From an optimization exercise on the open Yosys and OpenROAD flow, aimed at small area, a short achievable clock period and few clock cycles per item; shortcuts taken in it are not production practice.
The RTL was checked by simulation tests, not by an equivalence proof against the original design.
No activity file was given, so power comes from the tool's default toggle rates.

// assignment
module assignment (
    input logic clk,
    input logic NRST,
    input logic start,
    input logic [10:0] A,
    input logic [10:0] B,
    output logic [20:0] result,
    output logic ready
);
Size: ~400 cells after synthesis, roughly 47 I/O pins, ~4400 sq um of cells after synthesis.
==> flow/config.mk <==
export PLATFORM = sky130hd
export DESIGN_NAME = assignment
export DESIGN_NICKNAME = assignment
export VERILOG_FILES = /design/flow/design.v
export SDC_FILE = /design/flow/constraint.sdc
export NUM_CORES = 4
export LEC_CHECK = 0
export CAP_MARGIN = 20
export CORE_MARGIN = 2
export CORE_UTILIZATION = 40
export SLEW_MARGIN = 20
export SYNTH_HIERARCHICAL = 1
export SYNTH_MINIMUM_KEEP_SIZE = 0
==> flow/constraint.sdc <==
create_clock -name core_clock -period 12.5 [get_ports {clk}]
set_input_delay 2.5000 -clock core_clock [delete_from_list [all_inputs] [get_ports {clk}]]
set_output_delay 2.5000 -clock core_clock [all_outputs]
set_load 0.01 [all_outputs]
standard.sh (not shown) runs the stock make flow with config.mk's settings and CLKGATE_MAP_FILE= SYNTH_SCRIPT=/design/flow/synth_recipe.tcl, a recipe that flattens the netlist after the stock synthesis.
==> flow/flow/run.sh <==
#!/bin/bash
# The standard layout (the standard.sh: ORFS synthesis to final layout),
# with smaller port buffers and no clock-tree dummy loads.
set -euo pipefail
export BUFFER_PORTS_ARGS="-buffer_cell ${PORT_BUF:-sky130_fd_sc_hd__buf_1}"
export CTS_ARGS="-sink_clustering_enable -repair_clock_nets -dont_use_dummy_load -buf_list sky130_fd_sc_hd__clkbuf_8"
export SETUP_SLACK_MARGIN=8.5
bash standard.sh > standard.log 2>&1
The baseline produced a clean layout.
Testbench counts at the start, summed over its fixed seeds: cycles 3,200, items 1,600.
Change:
==> flow/flow/run.sh (replaced) <==
#!/bin/bash
# The standard layout (the standard.sh: ORFS synthesis to final layout),
# with smaller port buffers and no clock-tree dummy loads.
set -euo pipefail
export BUFFER_PORTS_ARGS="-buffer_cell ${PORT_BUF:-sky130_fd_sc_hd__buf_1}"
export CTS_ARGS="-sink_clustering_enable -repair_clock_nets -dont_use_dummy_load"
export SETUP_SLACK_MARGIN=9
bash standard.sh > standard.log 2>&1
After rerunning: Via count grows by a few percent; die area is unchanged; register-to-register slack improved by 0.08 ns; total power grows by about a fifth; cell area grows by roughly a tenth; setup slack improved by 0.019 ns.


## red
assignment again, from the RTL that the note above started with.
==> flow/config.mk <==
export PLATFORM = sky130hd
export DESIGN_NAME = assignment
export DESIGN_NICKNAME = assignment
export VERILOG_FILES = /design/flow/design.v
export SDC_FILE = /design/flow/constraint.sdc
export NUM_CORES = 4
export LEC_CHECK = 0
export CAP_MARGIN = 20
export CORE_MARGIN = 2
export CORE_UTILIZATION = 65
export SLEW_MARGIN = 20
export SYNTH_HIERARCHICAL = 1
export SYNTH_MINIMUM_KEEP_SIZE = 0
==> flow/constraint.sdc <==
create_clock -name core_clock -period 12.5 [get_ports {clk}]
set_input_delay 2.5000 -clock core_clock [delete_from_list [all_inputs] [get_ports {clk}]]
set_output_delay 2.5000 -clock core_clock [all_outputs]
set_load 0.01 [all_outputs]
==> flow/flow/run.sh <==
#!/bin/bash
# The standard layout (the standard.sh: ORFS synthesis to final layout),
# with smaller port buffers and no clock-tree dummy loads.
set -euo pipefail
export BUFFER_PORTS_ARGS="-buffer_cell ${PORT_BUF:-sky130_fd_sc_hd__buf_1}"
export CTS_ARGS="-sink_clustering_enable -repair_clock_nets -dont_use_dummy_load -buf_list sky130_fd_sc_hd__clkbuf_8"
bash standard.sh > standard.log 2>&1
red completed end to end with timing, DRC and antenna clean.
Testbench counts of red, summed over its fixed seeds: cycles 3,200, items 1,600.
For blue, these inputs were changed with respect to red:
# red
export LEC_CHECK = 0
export CAP_MARGIN = 20
export CORE_MARGIN = 2
export CORE_UTILIZATION = 65
export SLEW_MARGIN = 20
export SYNTH_HIERARCHICAL = 1
export SYNTH_MINIMUM_KEEP_SIZE = 0
create_clock -name core_clock -period 12.5 [get_ports {clk}]
# blue
export LEC_CHECK = 0
export CAP_MARGIN = 20
export CORE_MARGIN = 2
export CORE_UTILIZATION = 40
export SLEW_MARGIN = 20
export SYNTH_HIERARCHICAL = 1
export SYNTH_MINIMUM_KEEP_SIZE = 0
create_clock -name core_clock -period 12.5 [get_ports {clk}]
--- a/flow/flow/run.sh
+++ b/flow/flow/run.sh
@@ -6 +6 @@
-export CTS_ARGS="-sink_clustering_enable -repair_clock_nets -dont_use_dummy_load -buf_list sky130_fd_sc_hd__clkbuf_8"
+export CTS_ARGS="-sink_clustering_enable -repair_clock_nets -dont_use_dummy_load -sink_clustering_size 60 -sink_clustering_max_diameter 300 -buf_list sky130_fd_sc_hd__clkbuf_16"
### Flow results
blue vs red: die area up. End-of-flow core utilization (lower): blue. Changes observed in blue relative to red: via count picked up an extra 0.99%; weighted congestion reported at the end of routability-driven placement lost about 6%. The run with more setup slack is red; blue has less.

afterwards: timing with drivers on the ports:
Ports are ideal in the flow. The routed layouts listed here were re-timed in OpenROAD.
Step 1 sets driving cells, clkbuf_16 on the clock port and buf_2 on the other inputs (assumed; they add their load-dependent delay and slew).
Step 2 times the ports against the registers' clock, not the clock port: input delays grow and output delays shrink by t, the midpoint of the rising clock arrivals with the driver on.
Three values: no drivers, after step 1, after step 2; two values: the first two.
run	t (ns)	setup slack, ns	hold WS [ns]	latest minus earliest clock arrival (ns)	pins driven straight from the clock port
the first run of note 1	0.332	8.393 / 8.362 / 8.202	0.479 / 0.479 / 0.479	0.034 / 0.034	1
the second run of note 1	0.327	8.412 / 8.381 / 8.264	0.498 / 0.498 / 0.498	0.040 / 0.040	1
red	0.323	8.295 / 8.267 / 8.129	0.464 / 0.464 / 0.464	0.035 / 0.035	1
blue	0.322	8.289 / 8.252 / 8.097	0.454 / 0.454 / 0.454	0.022 / 0.022	1
After both steps every run listed still meets setup and hold. For blue, which loses most, drivers alone change the setup slack by -0.037 ns; drivers and shift together by -0.192 ns.
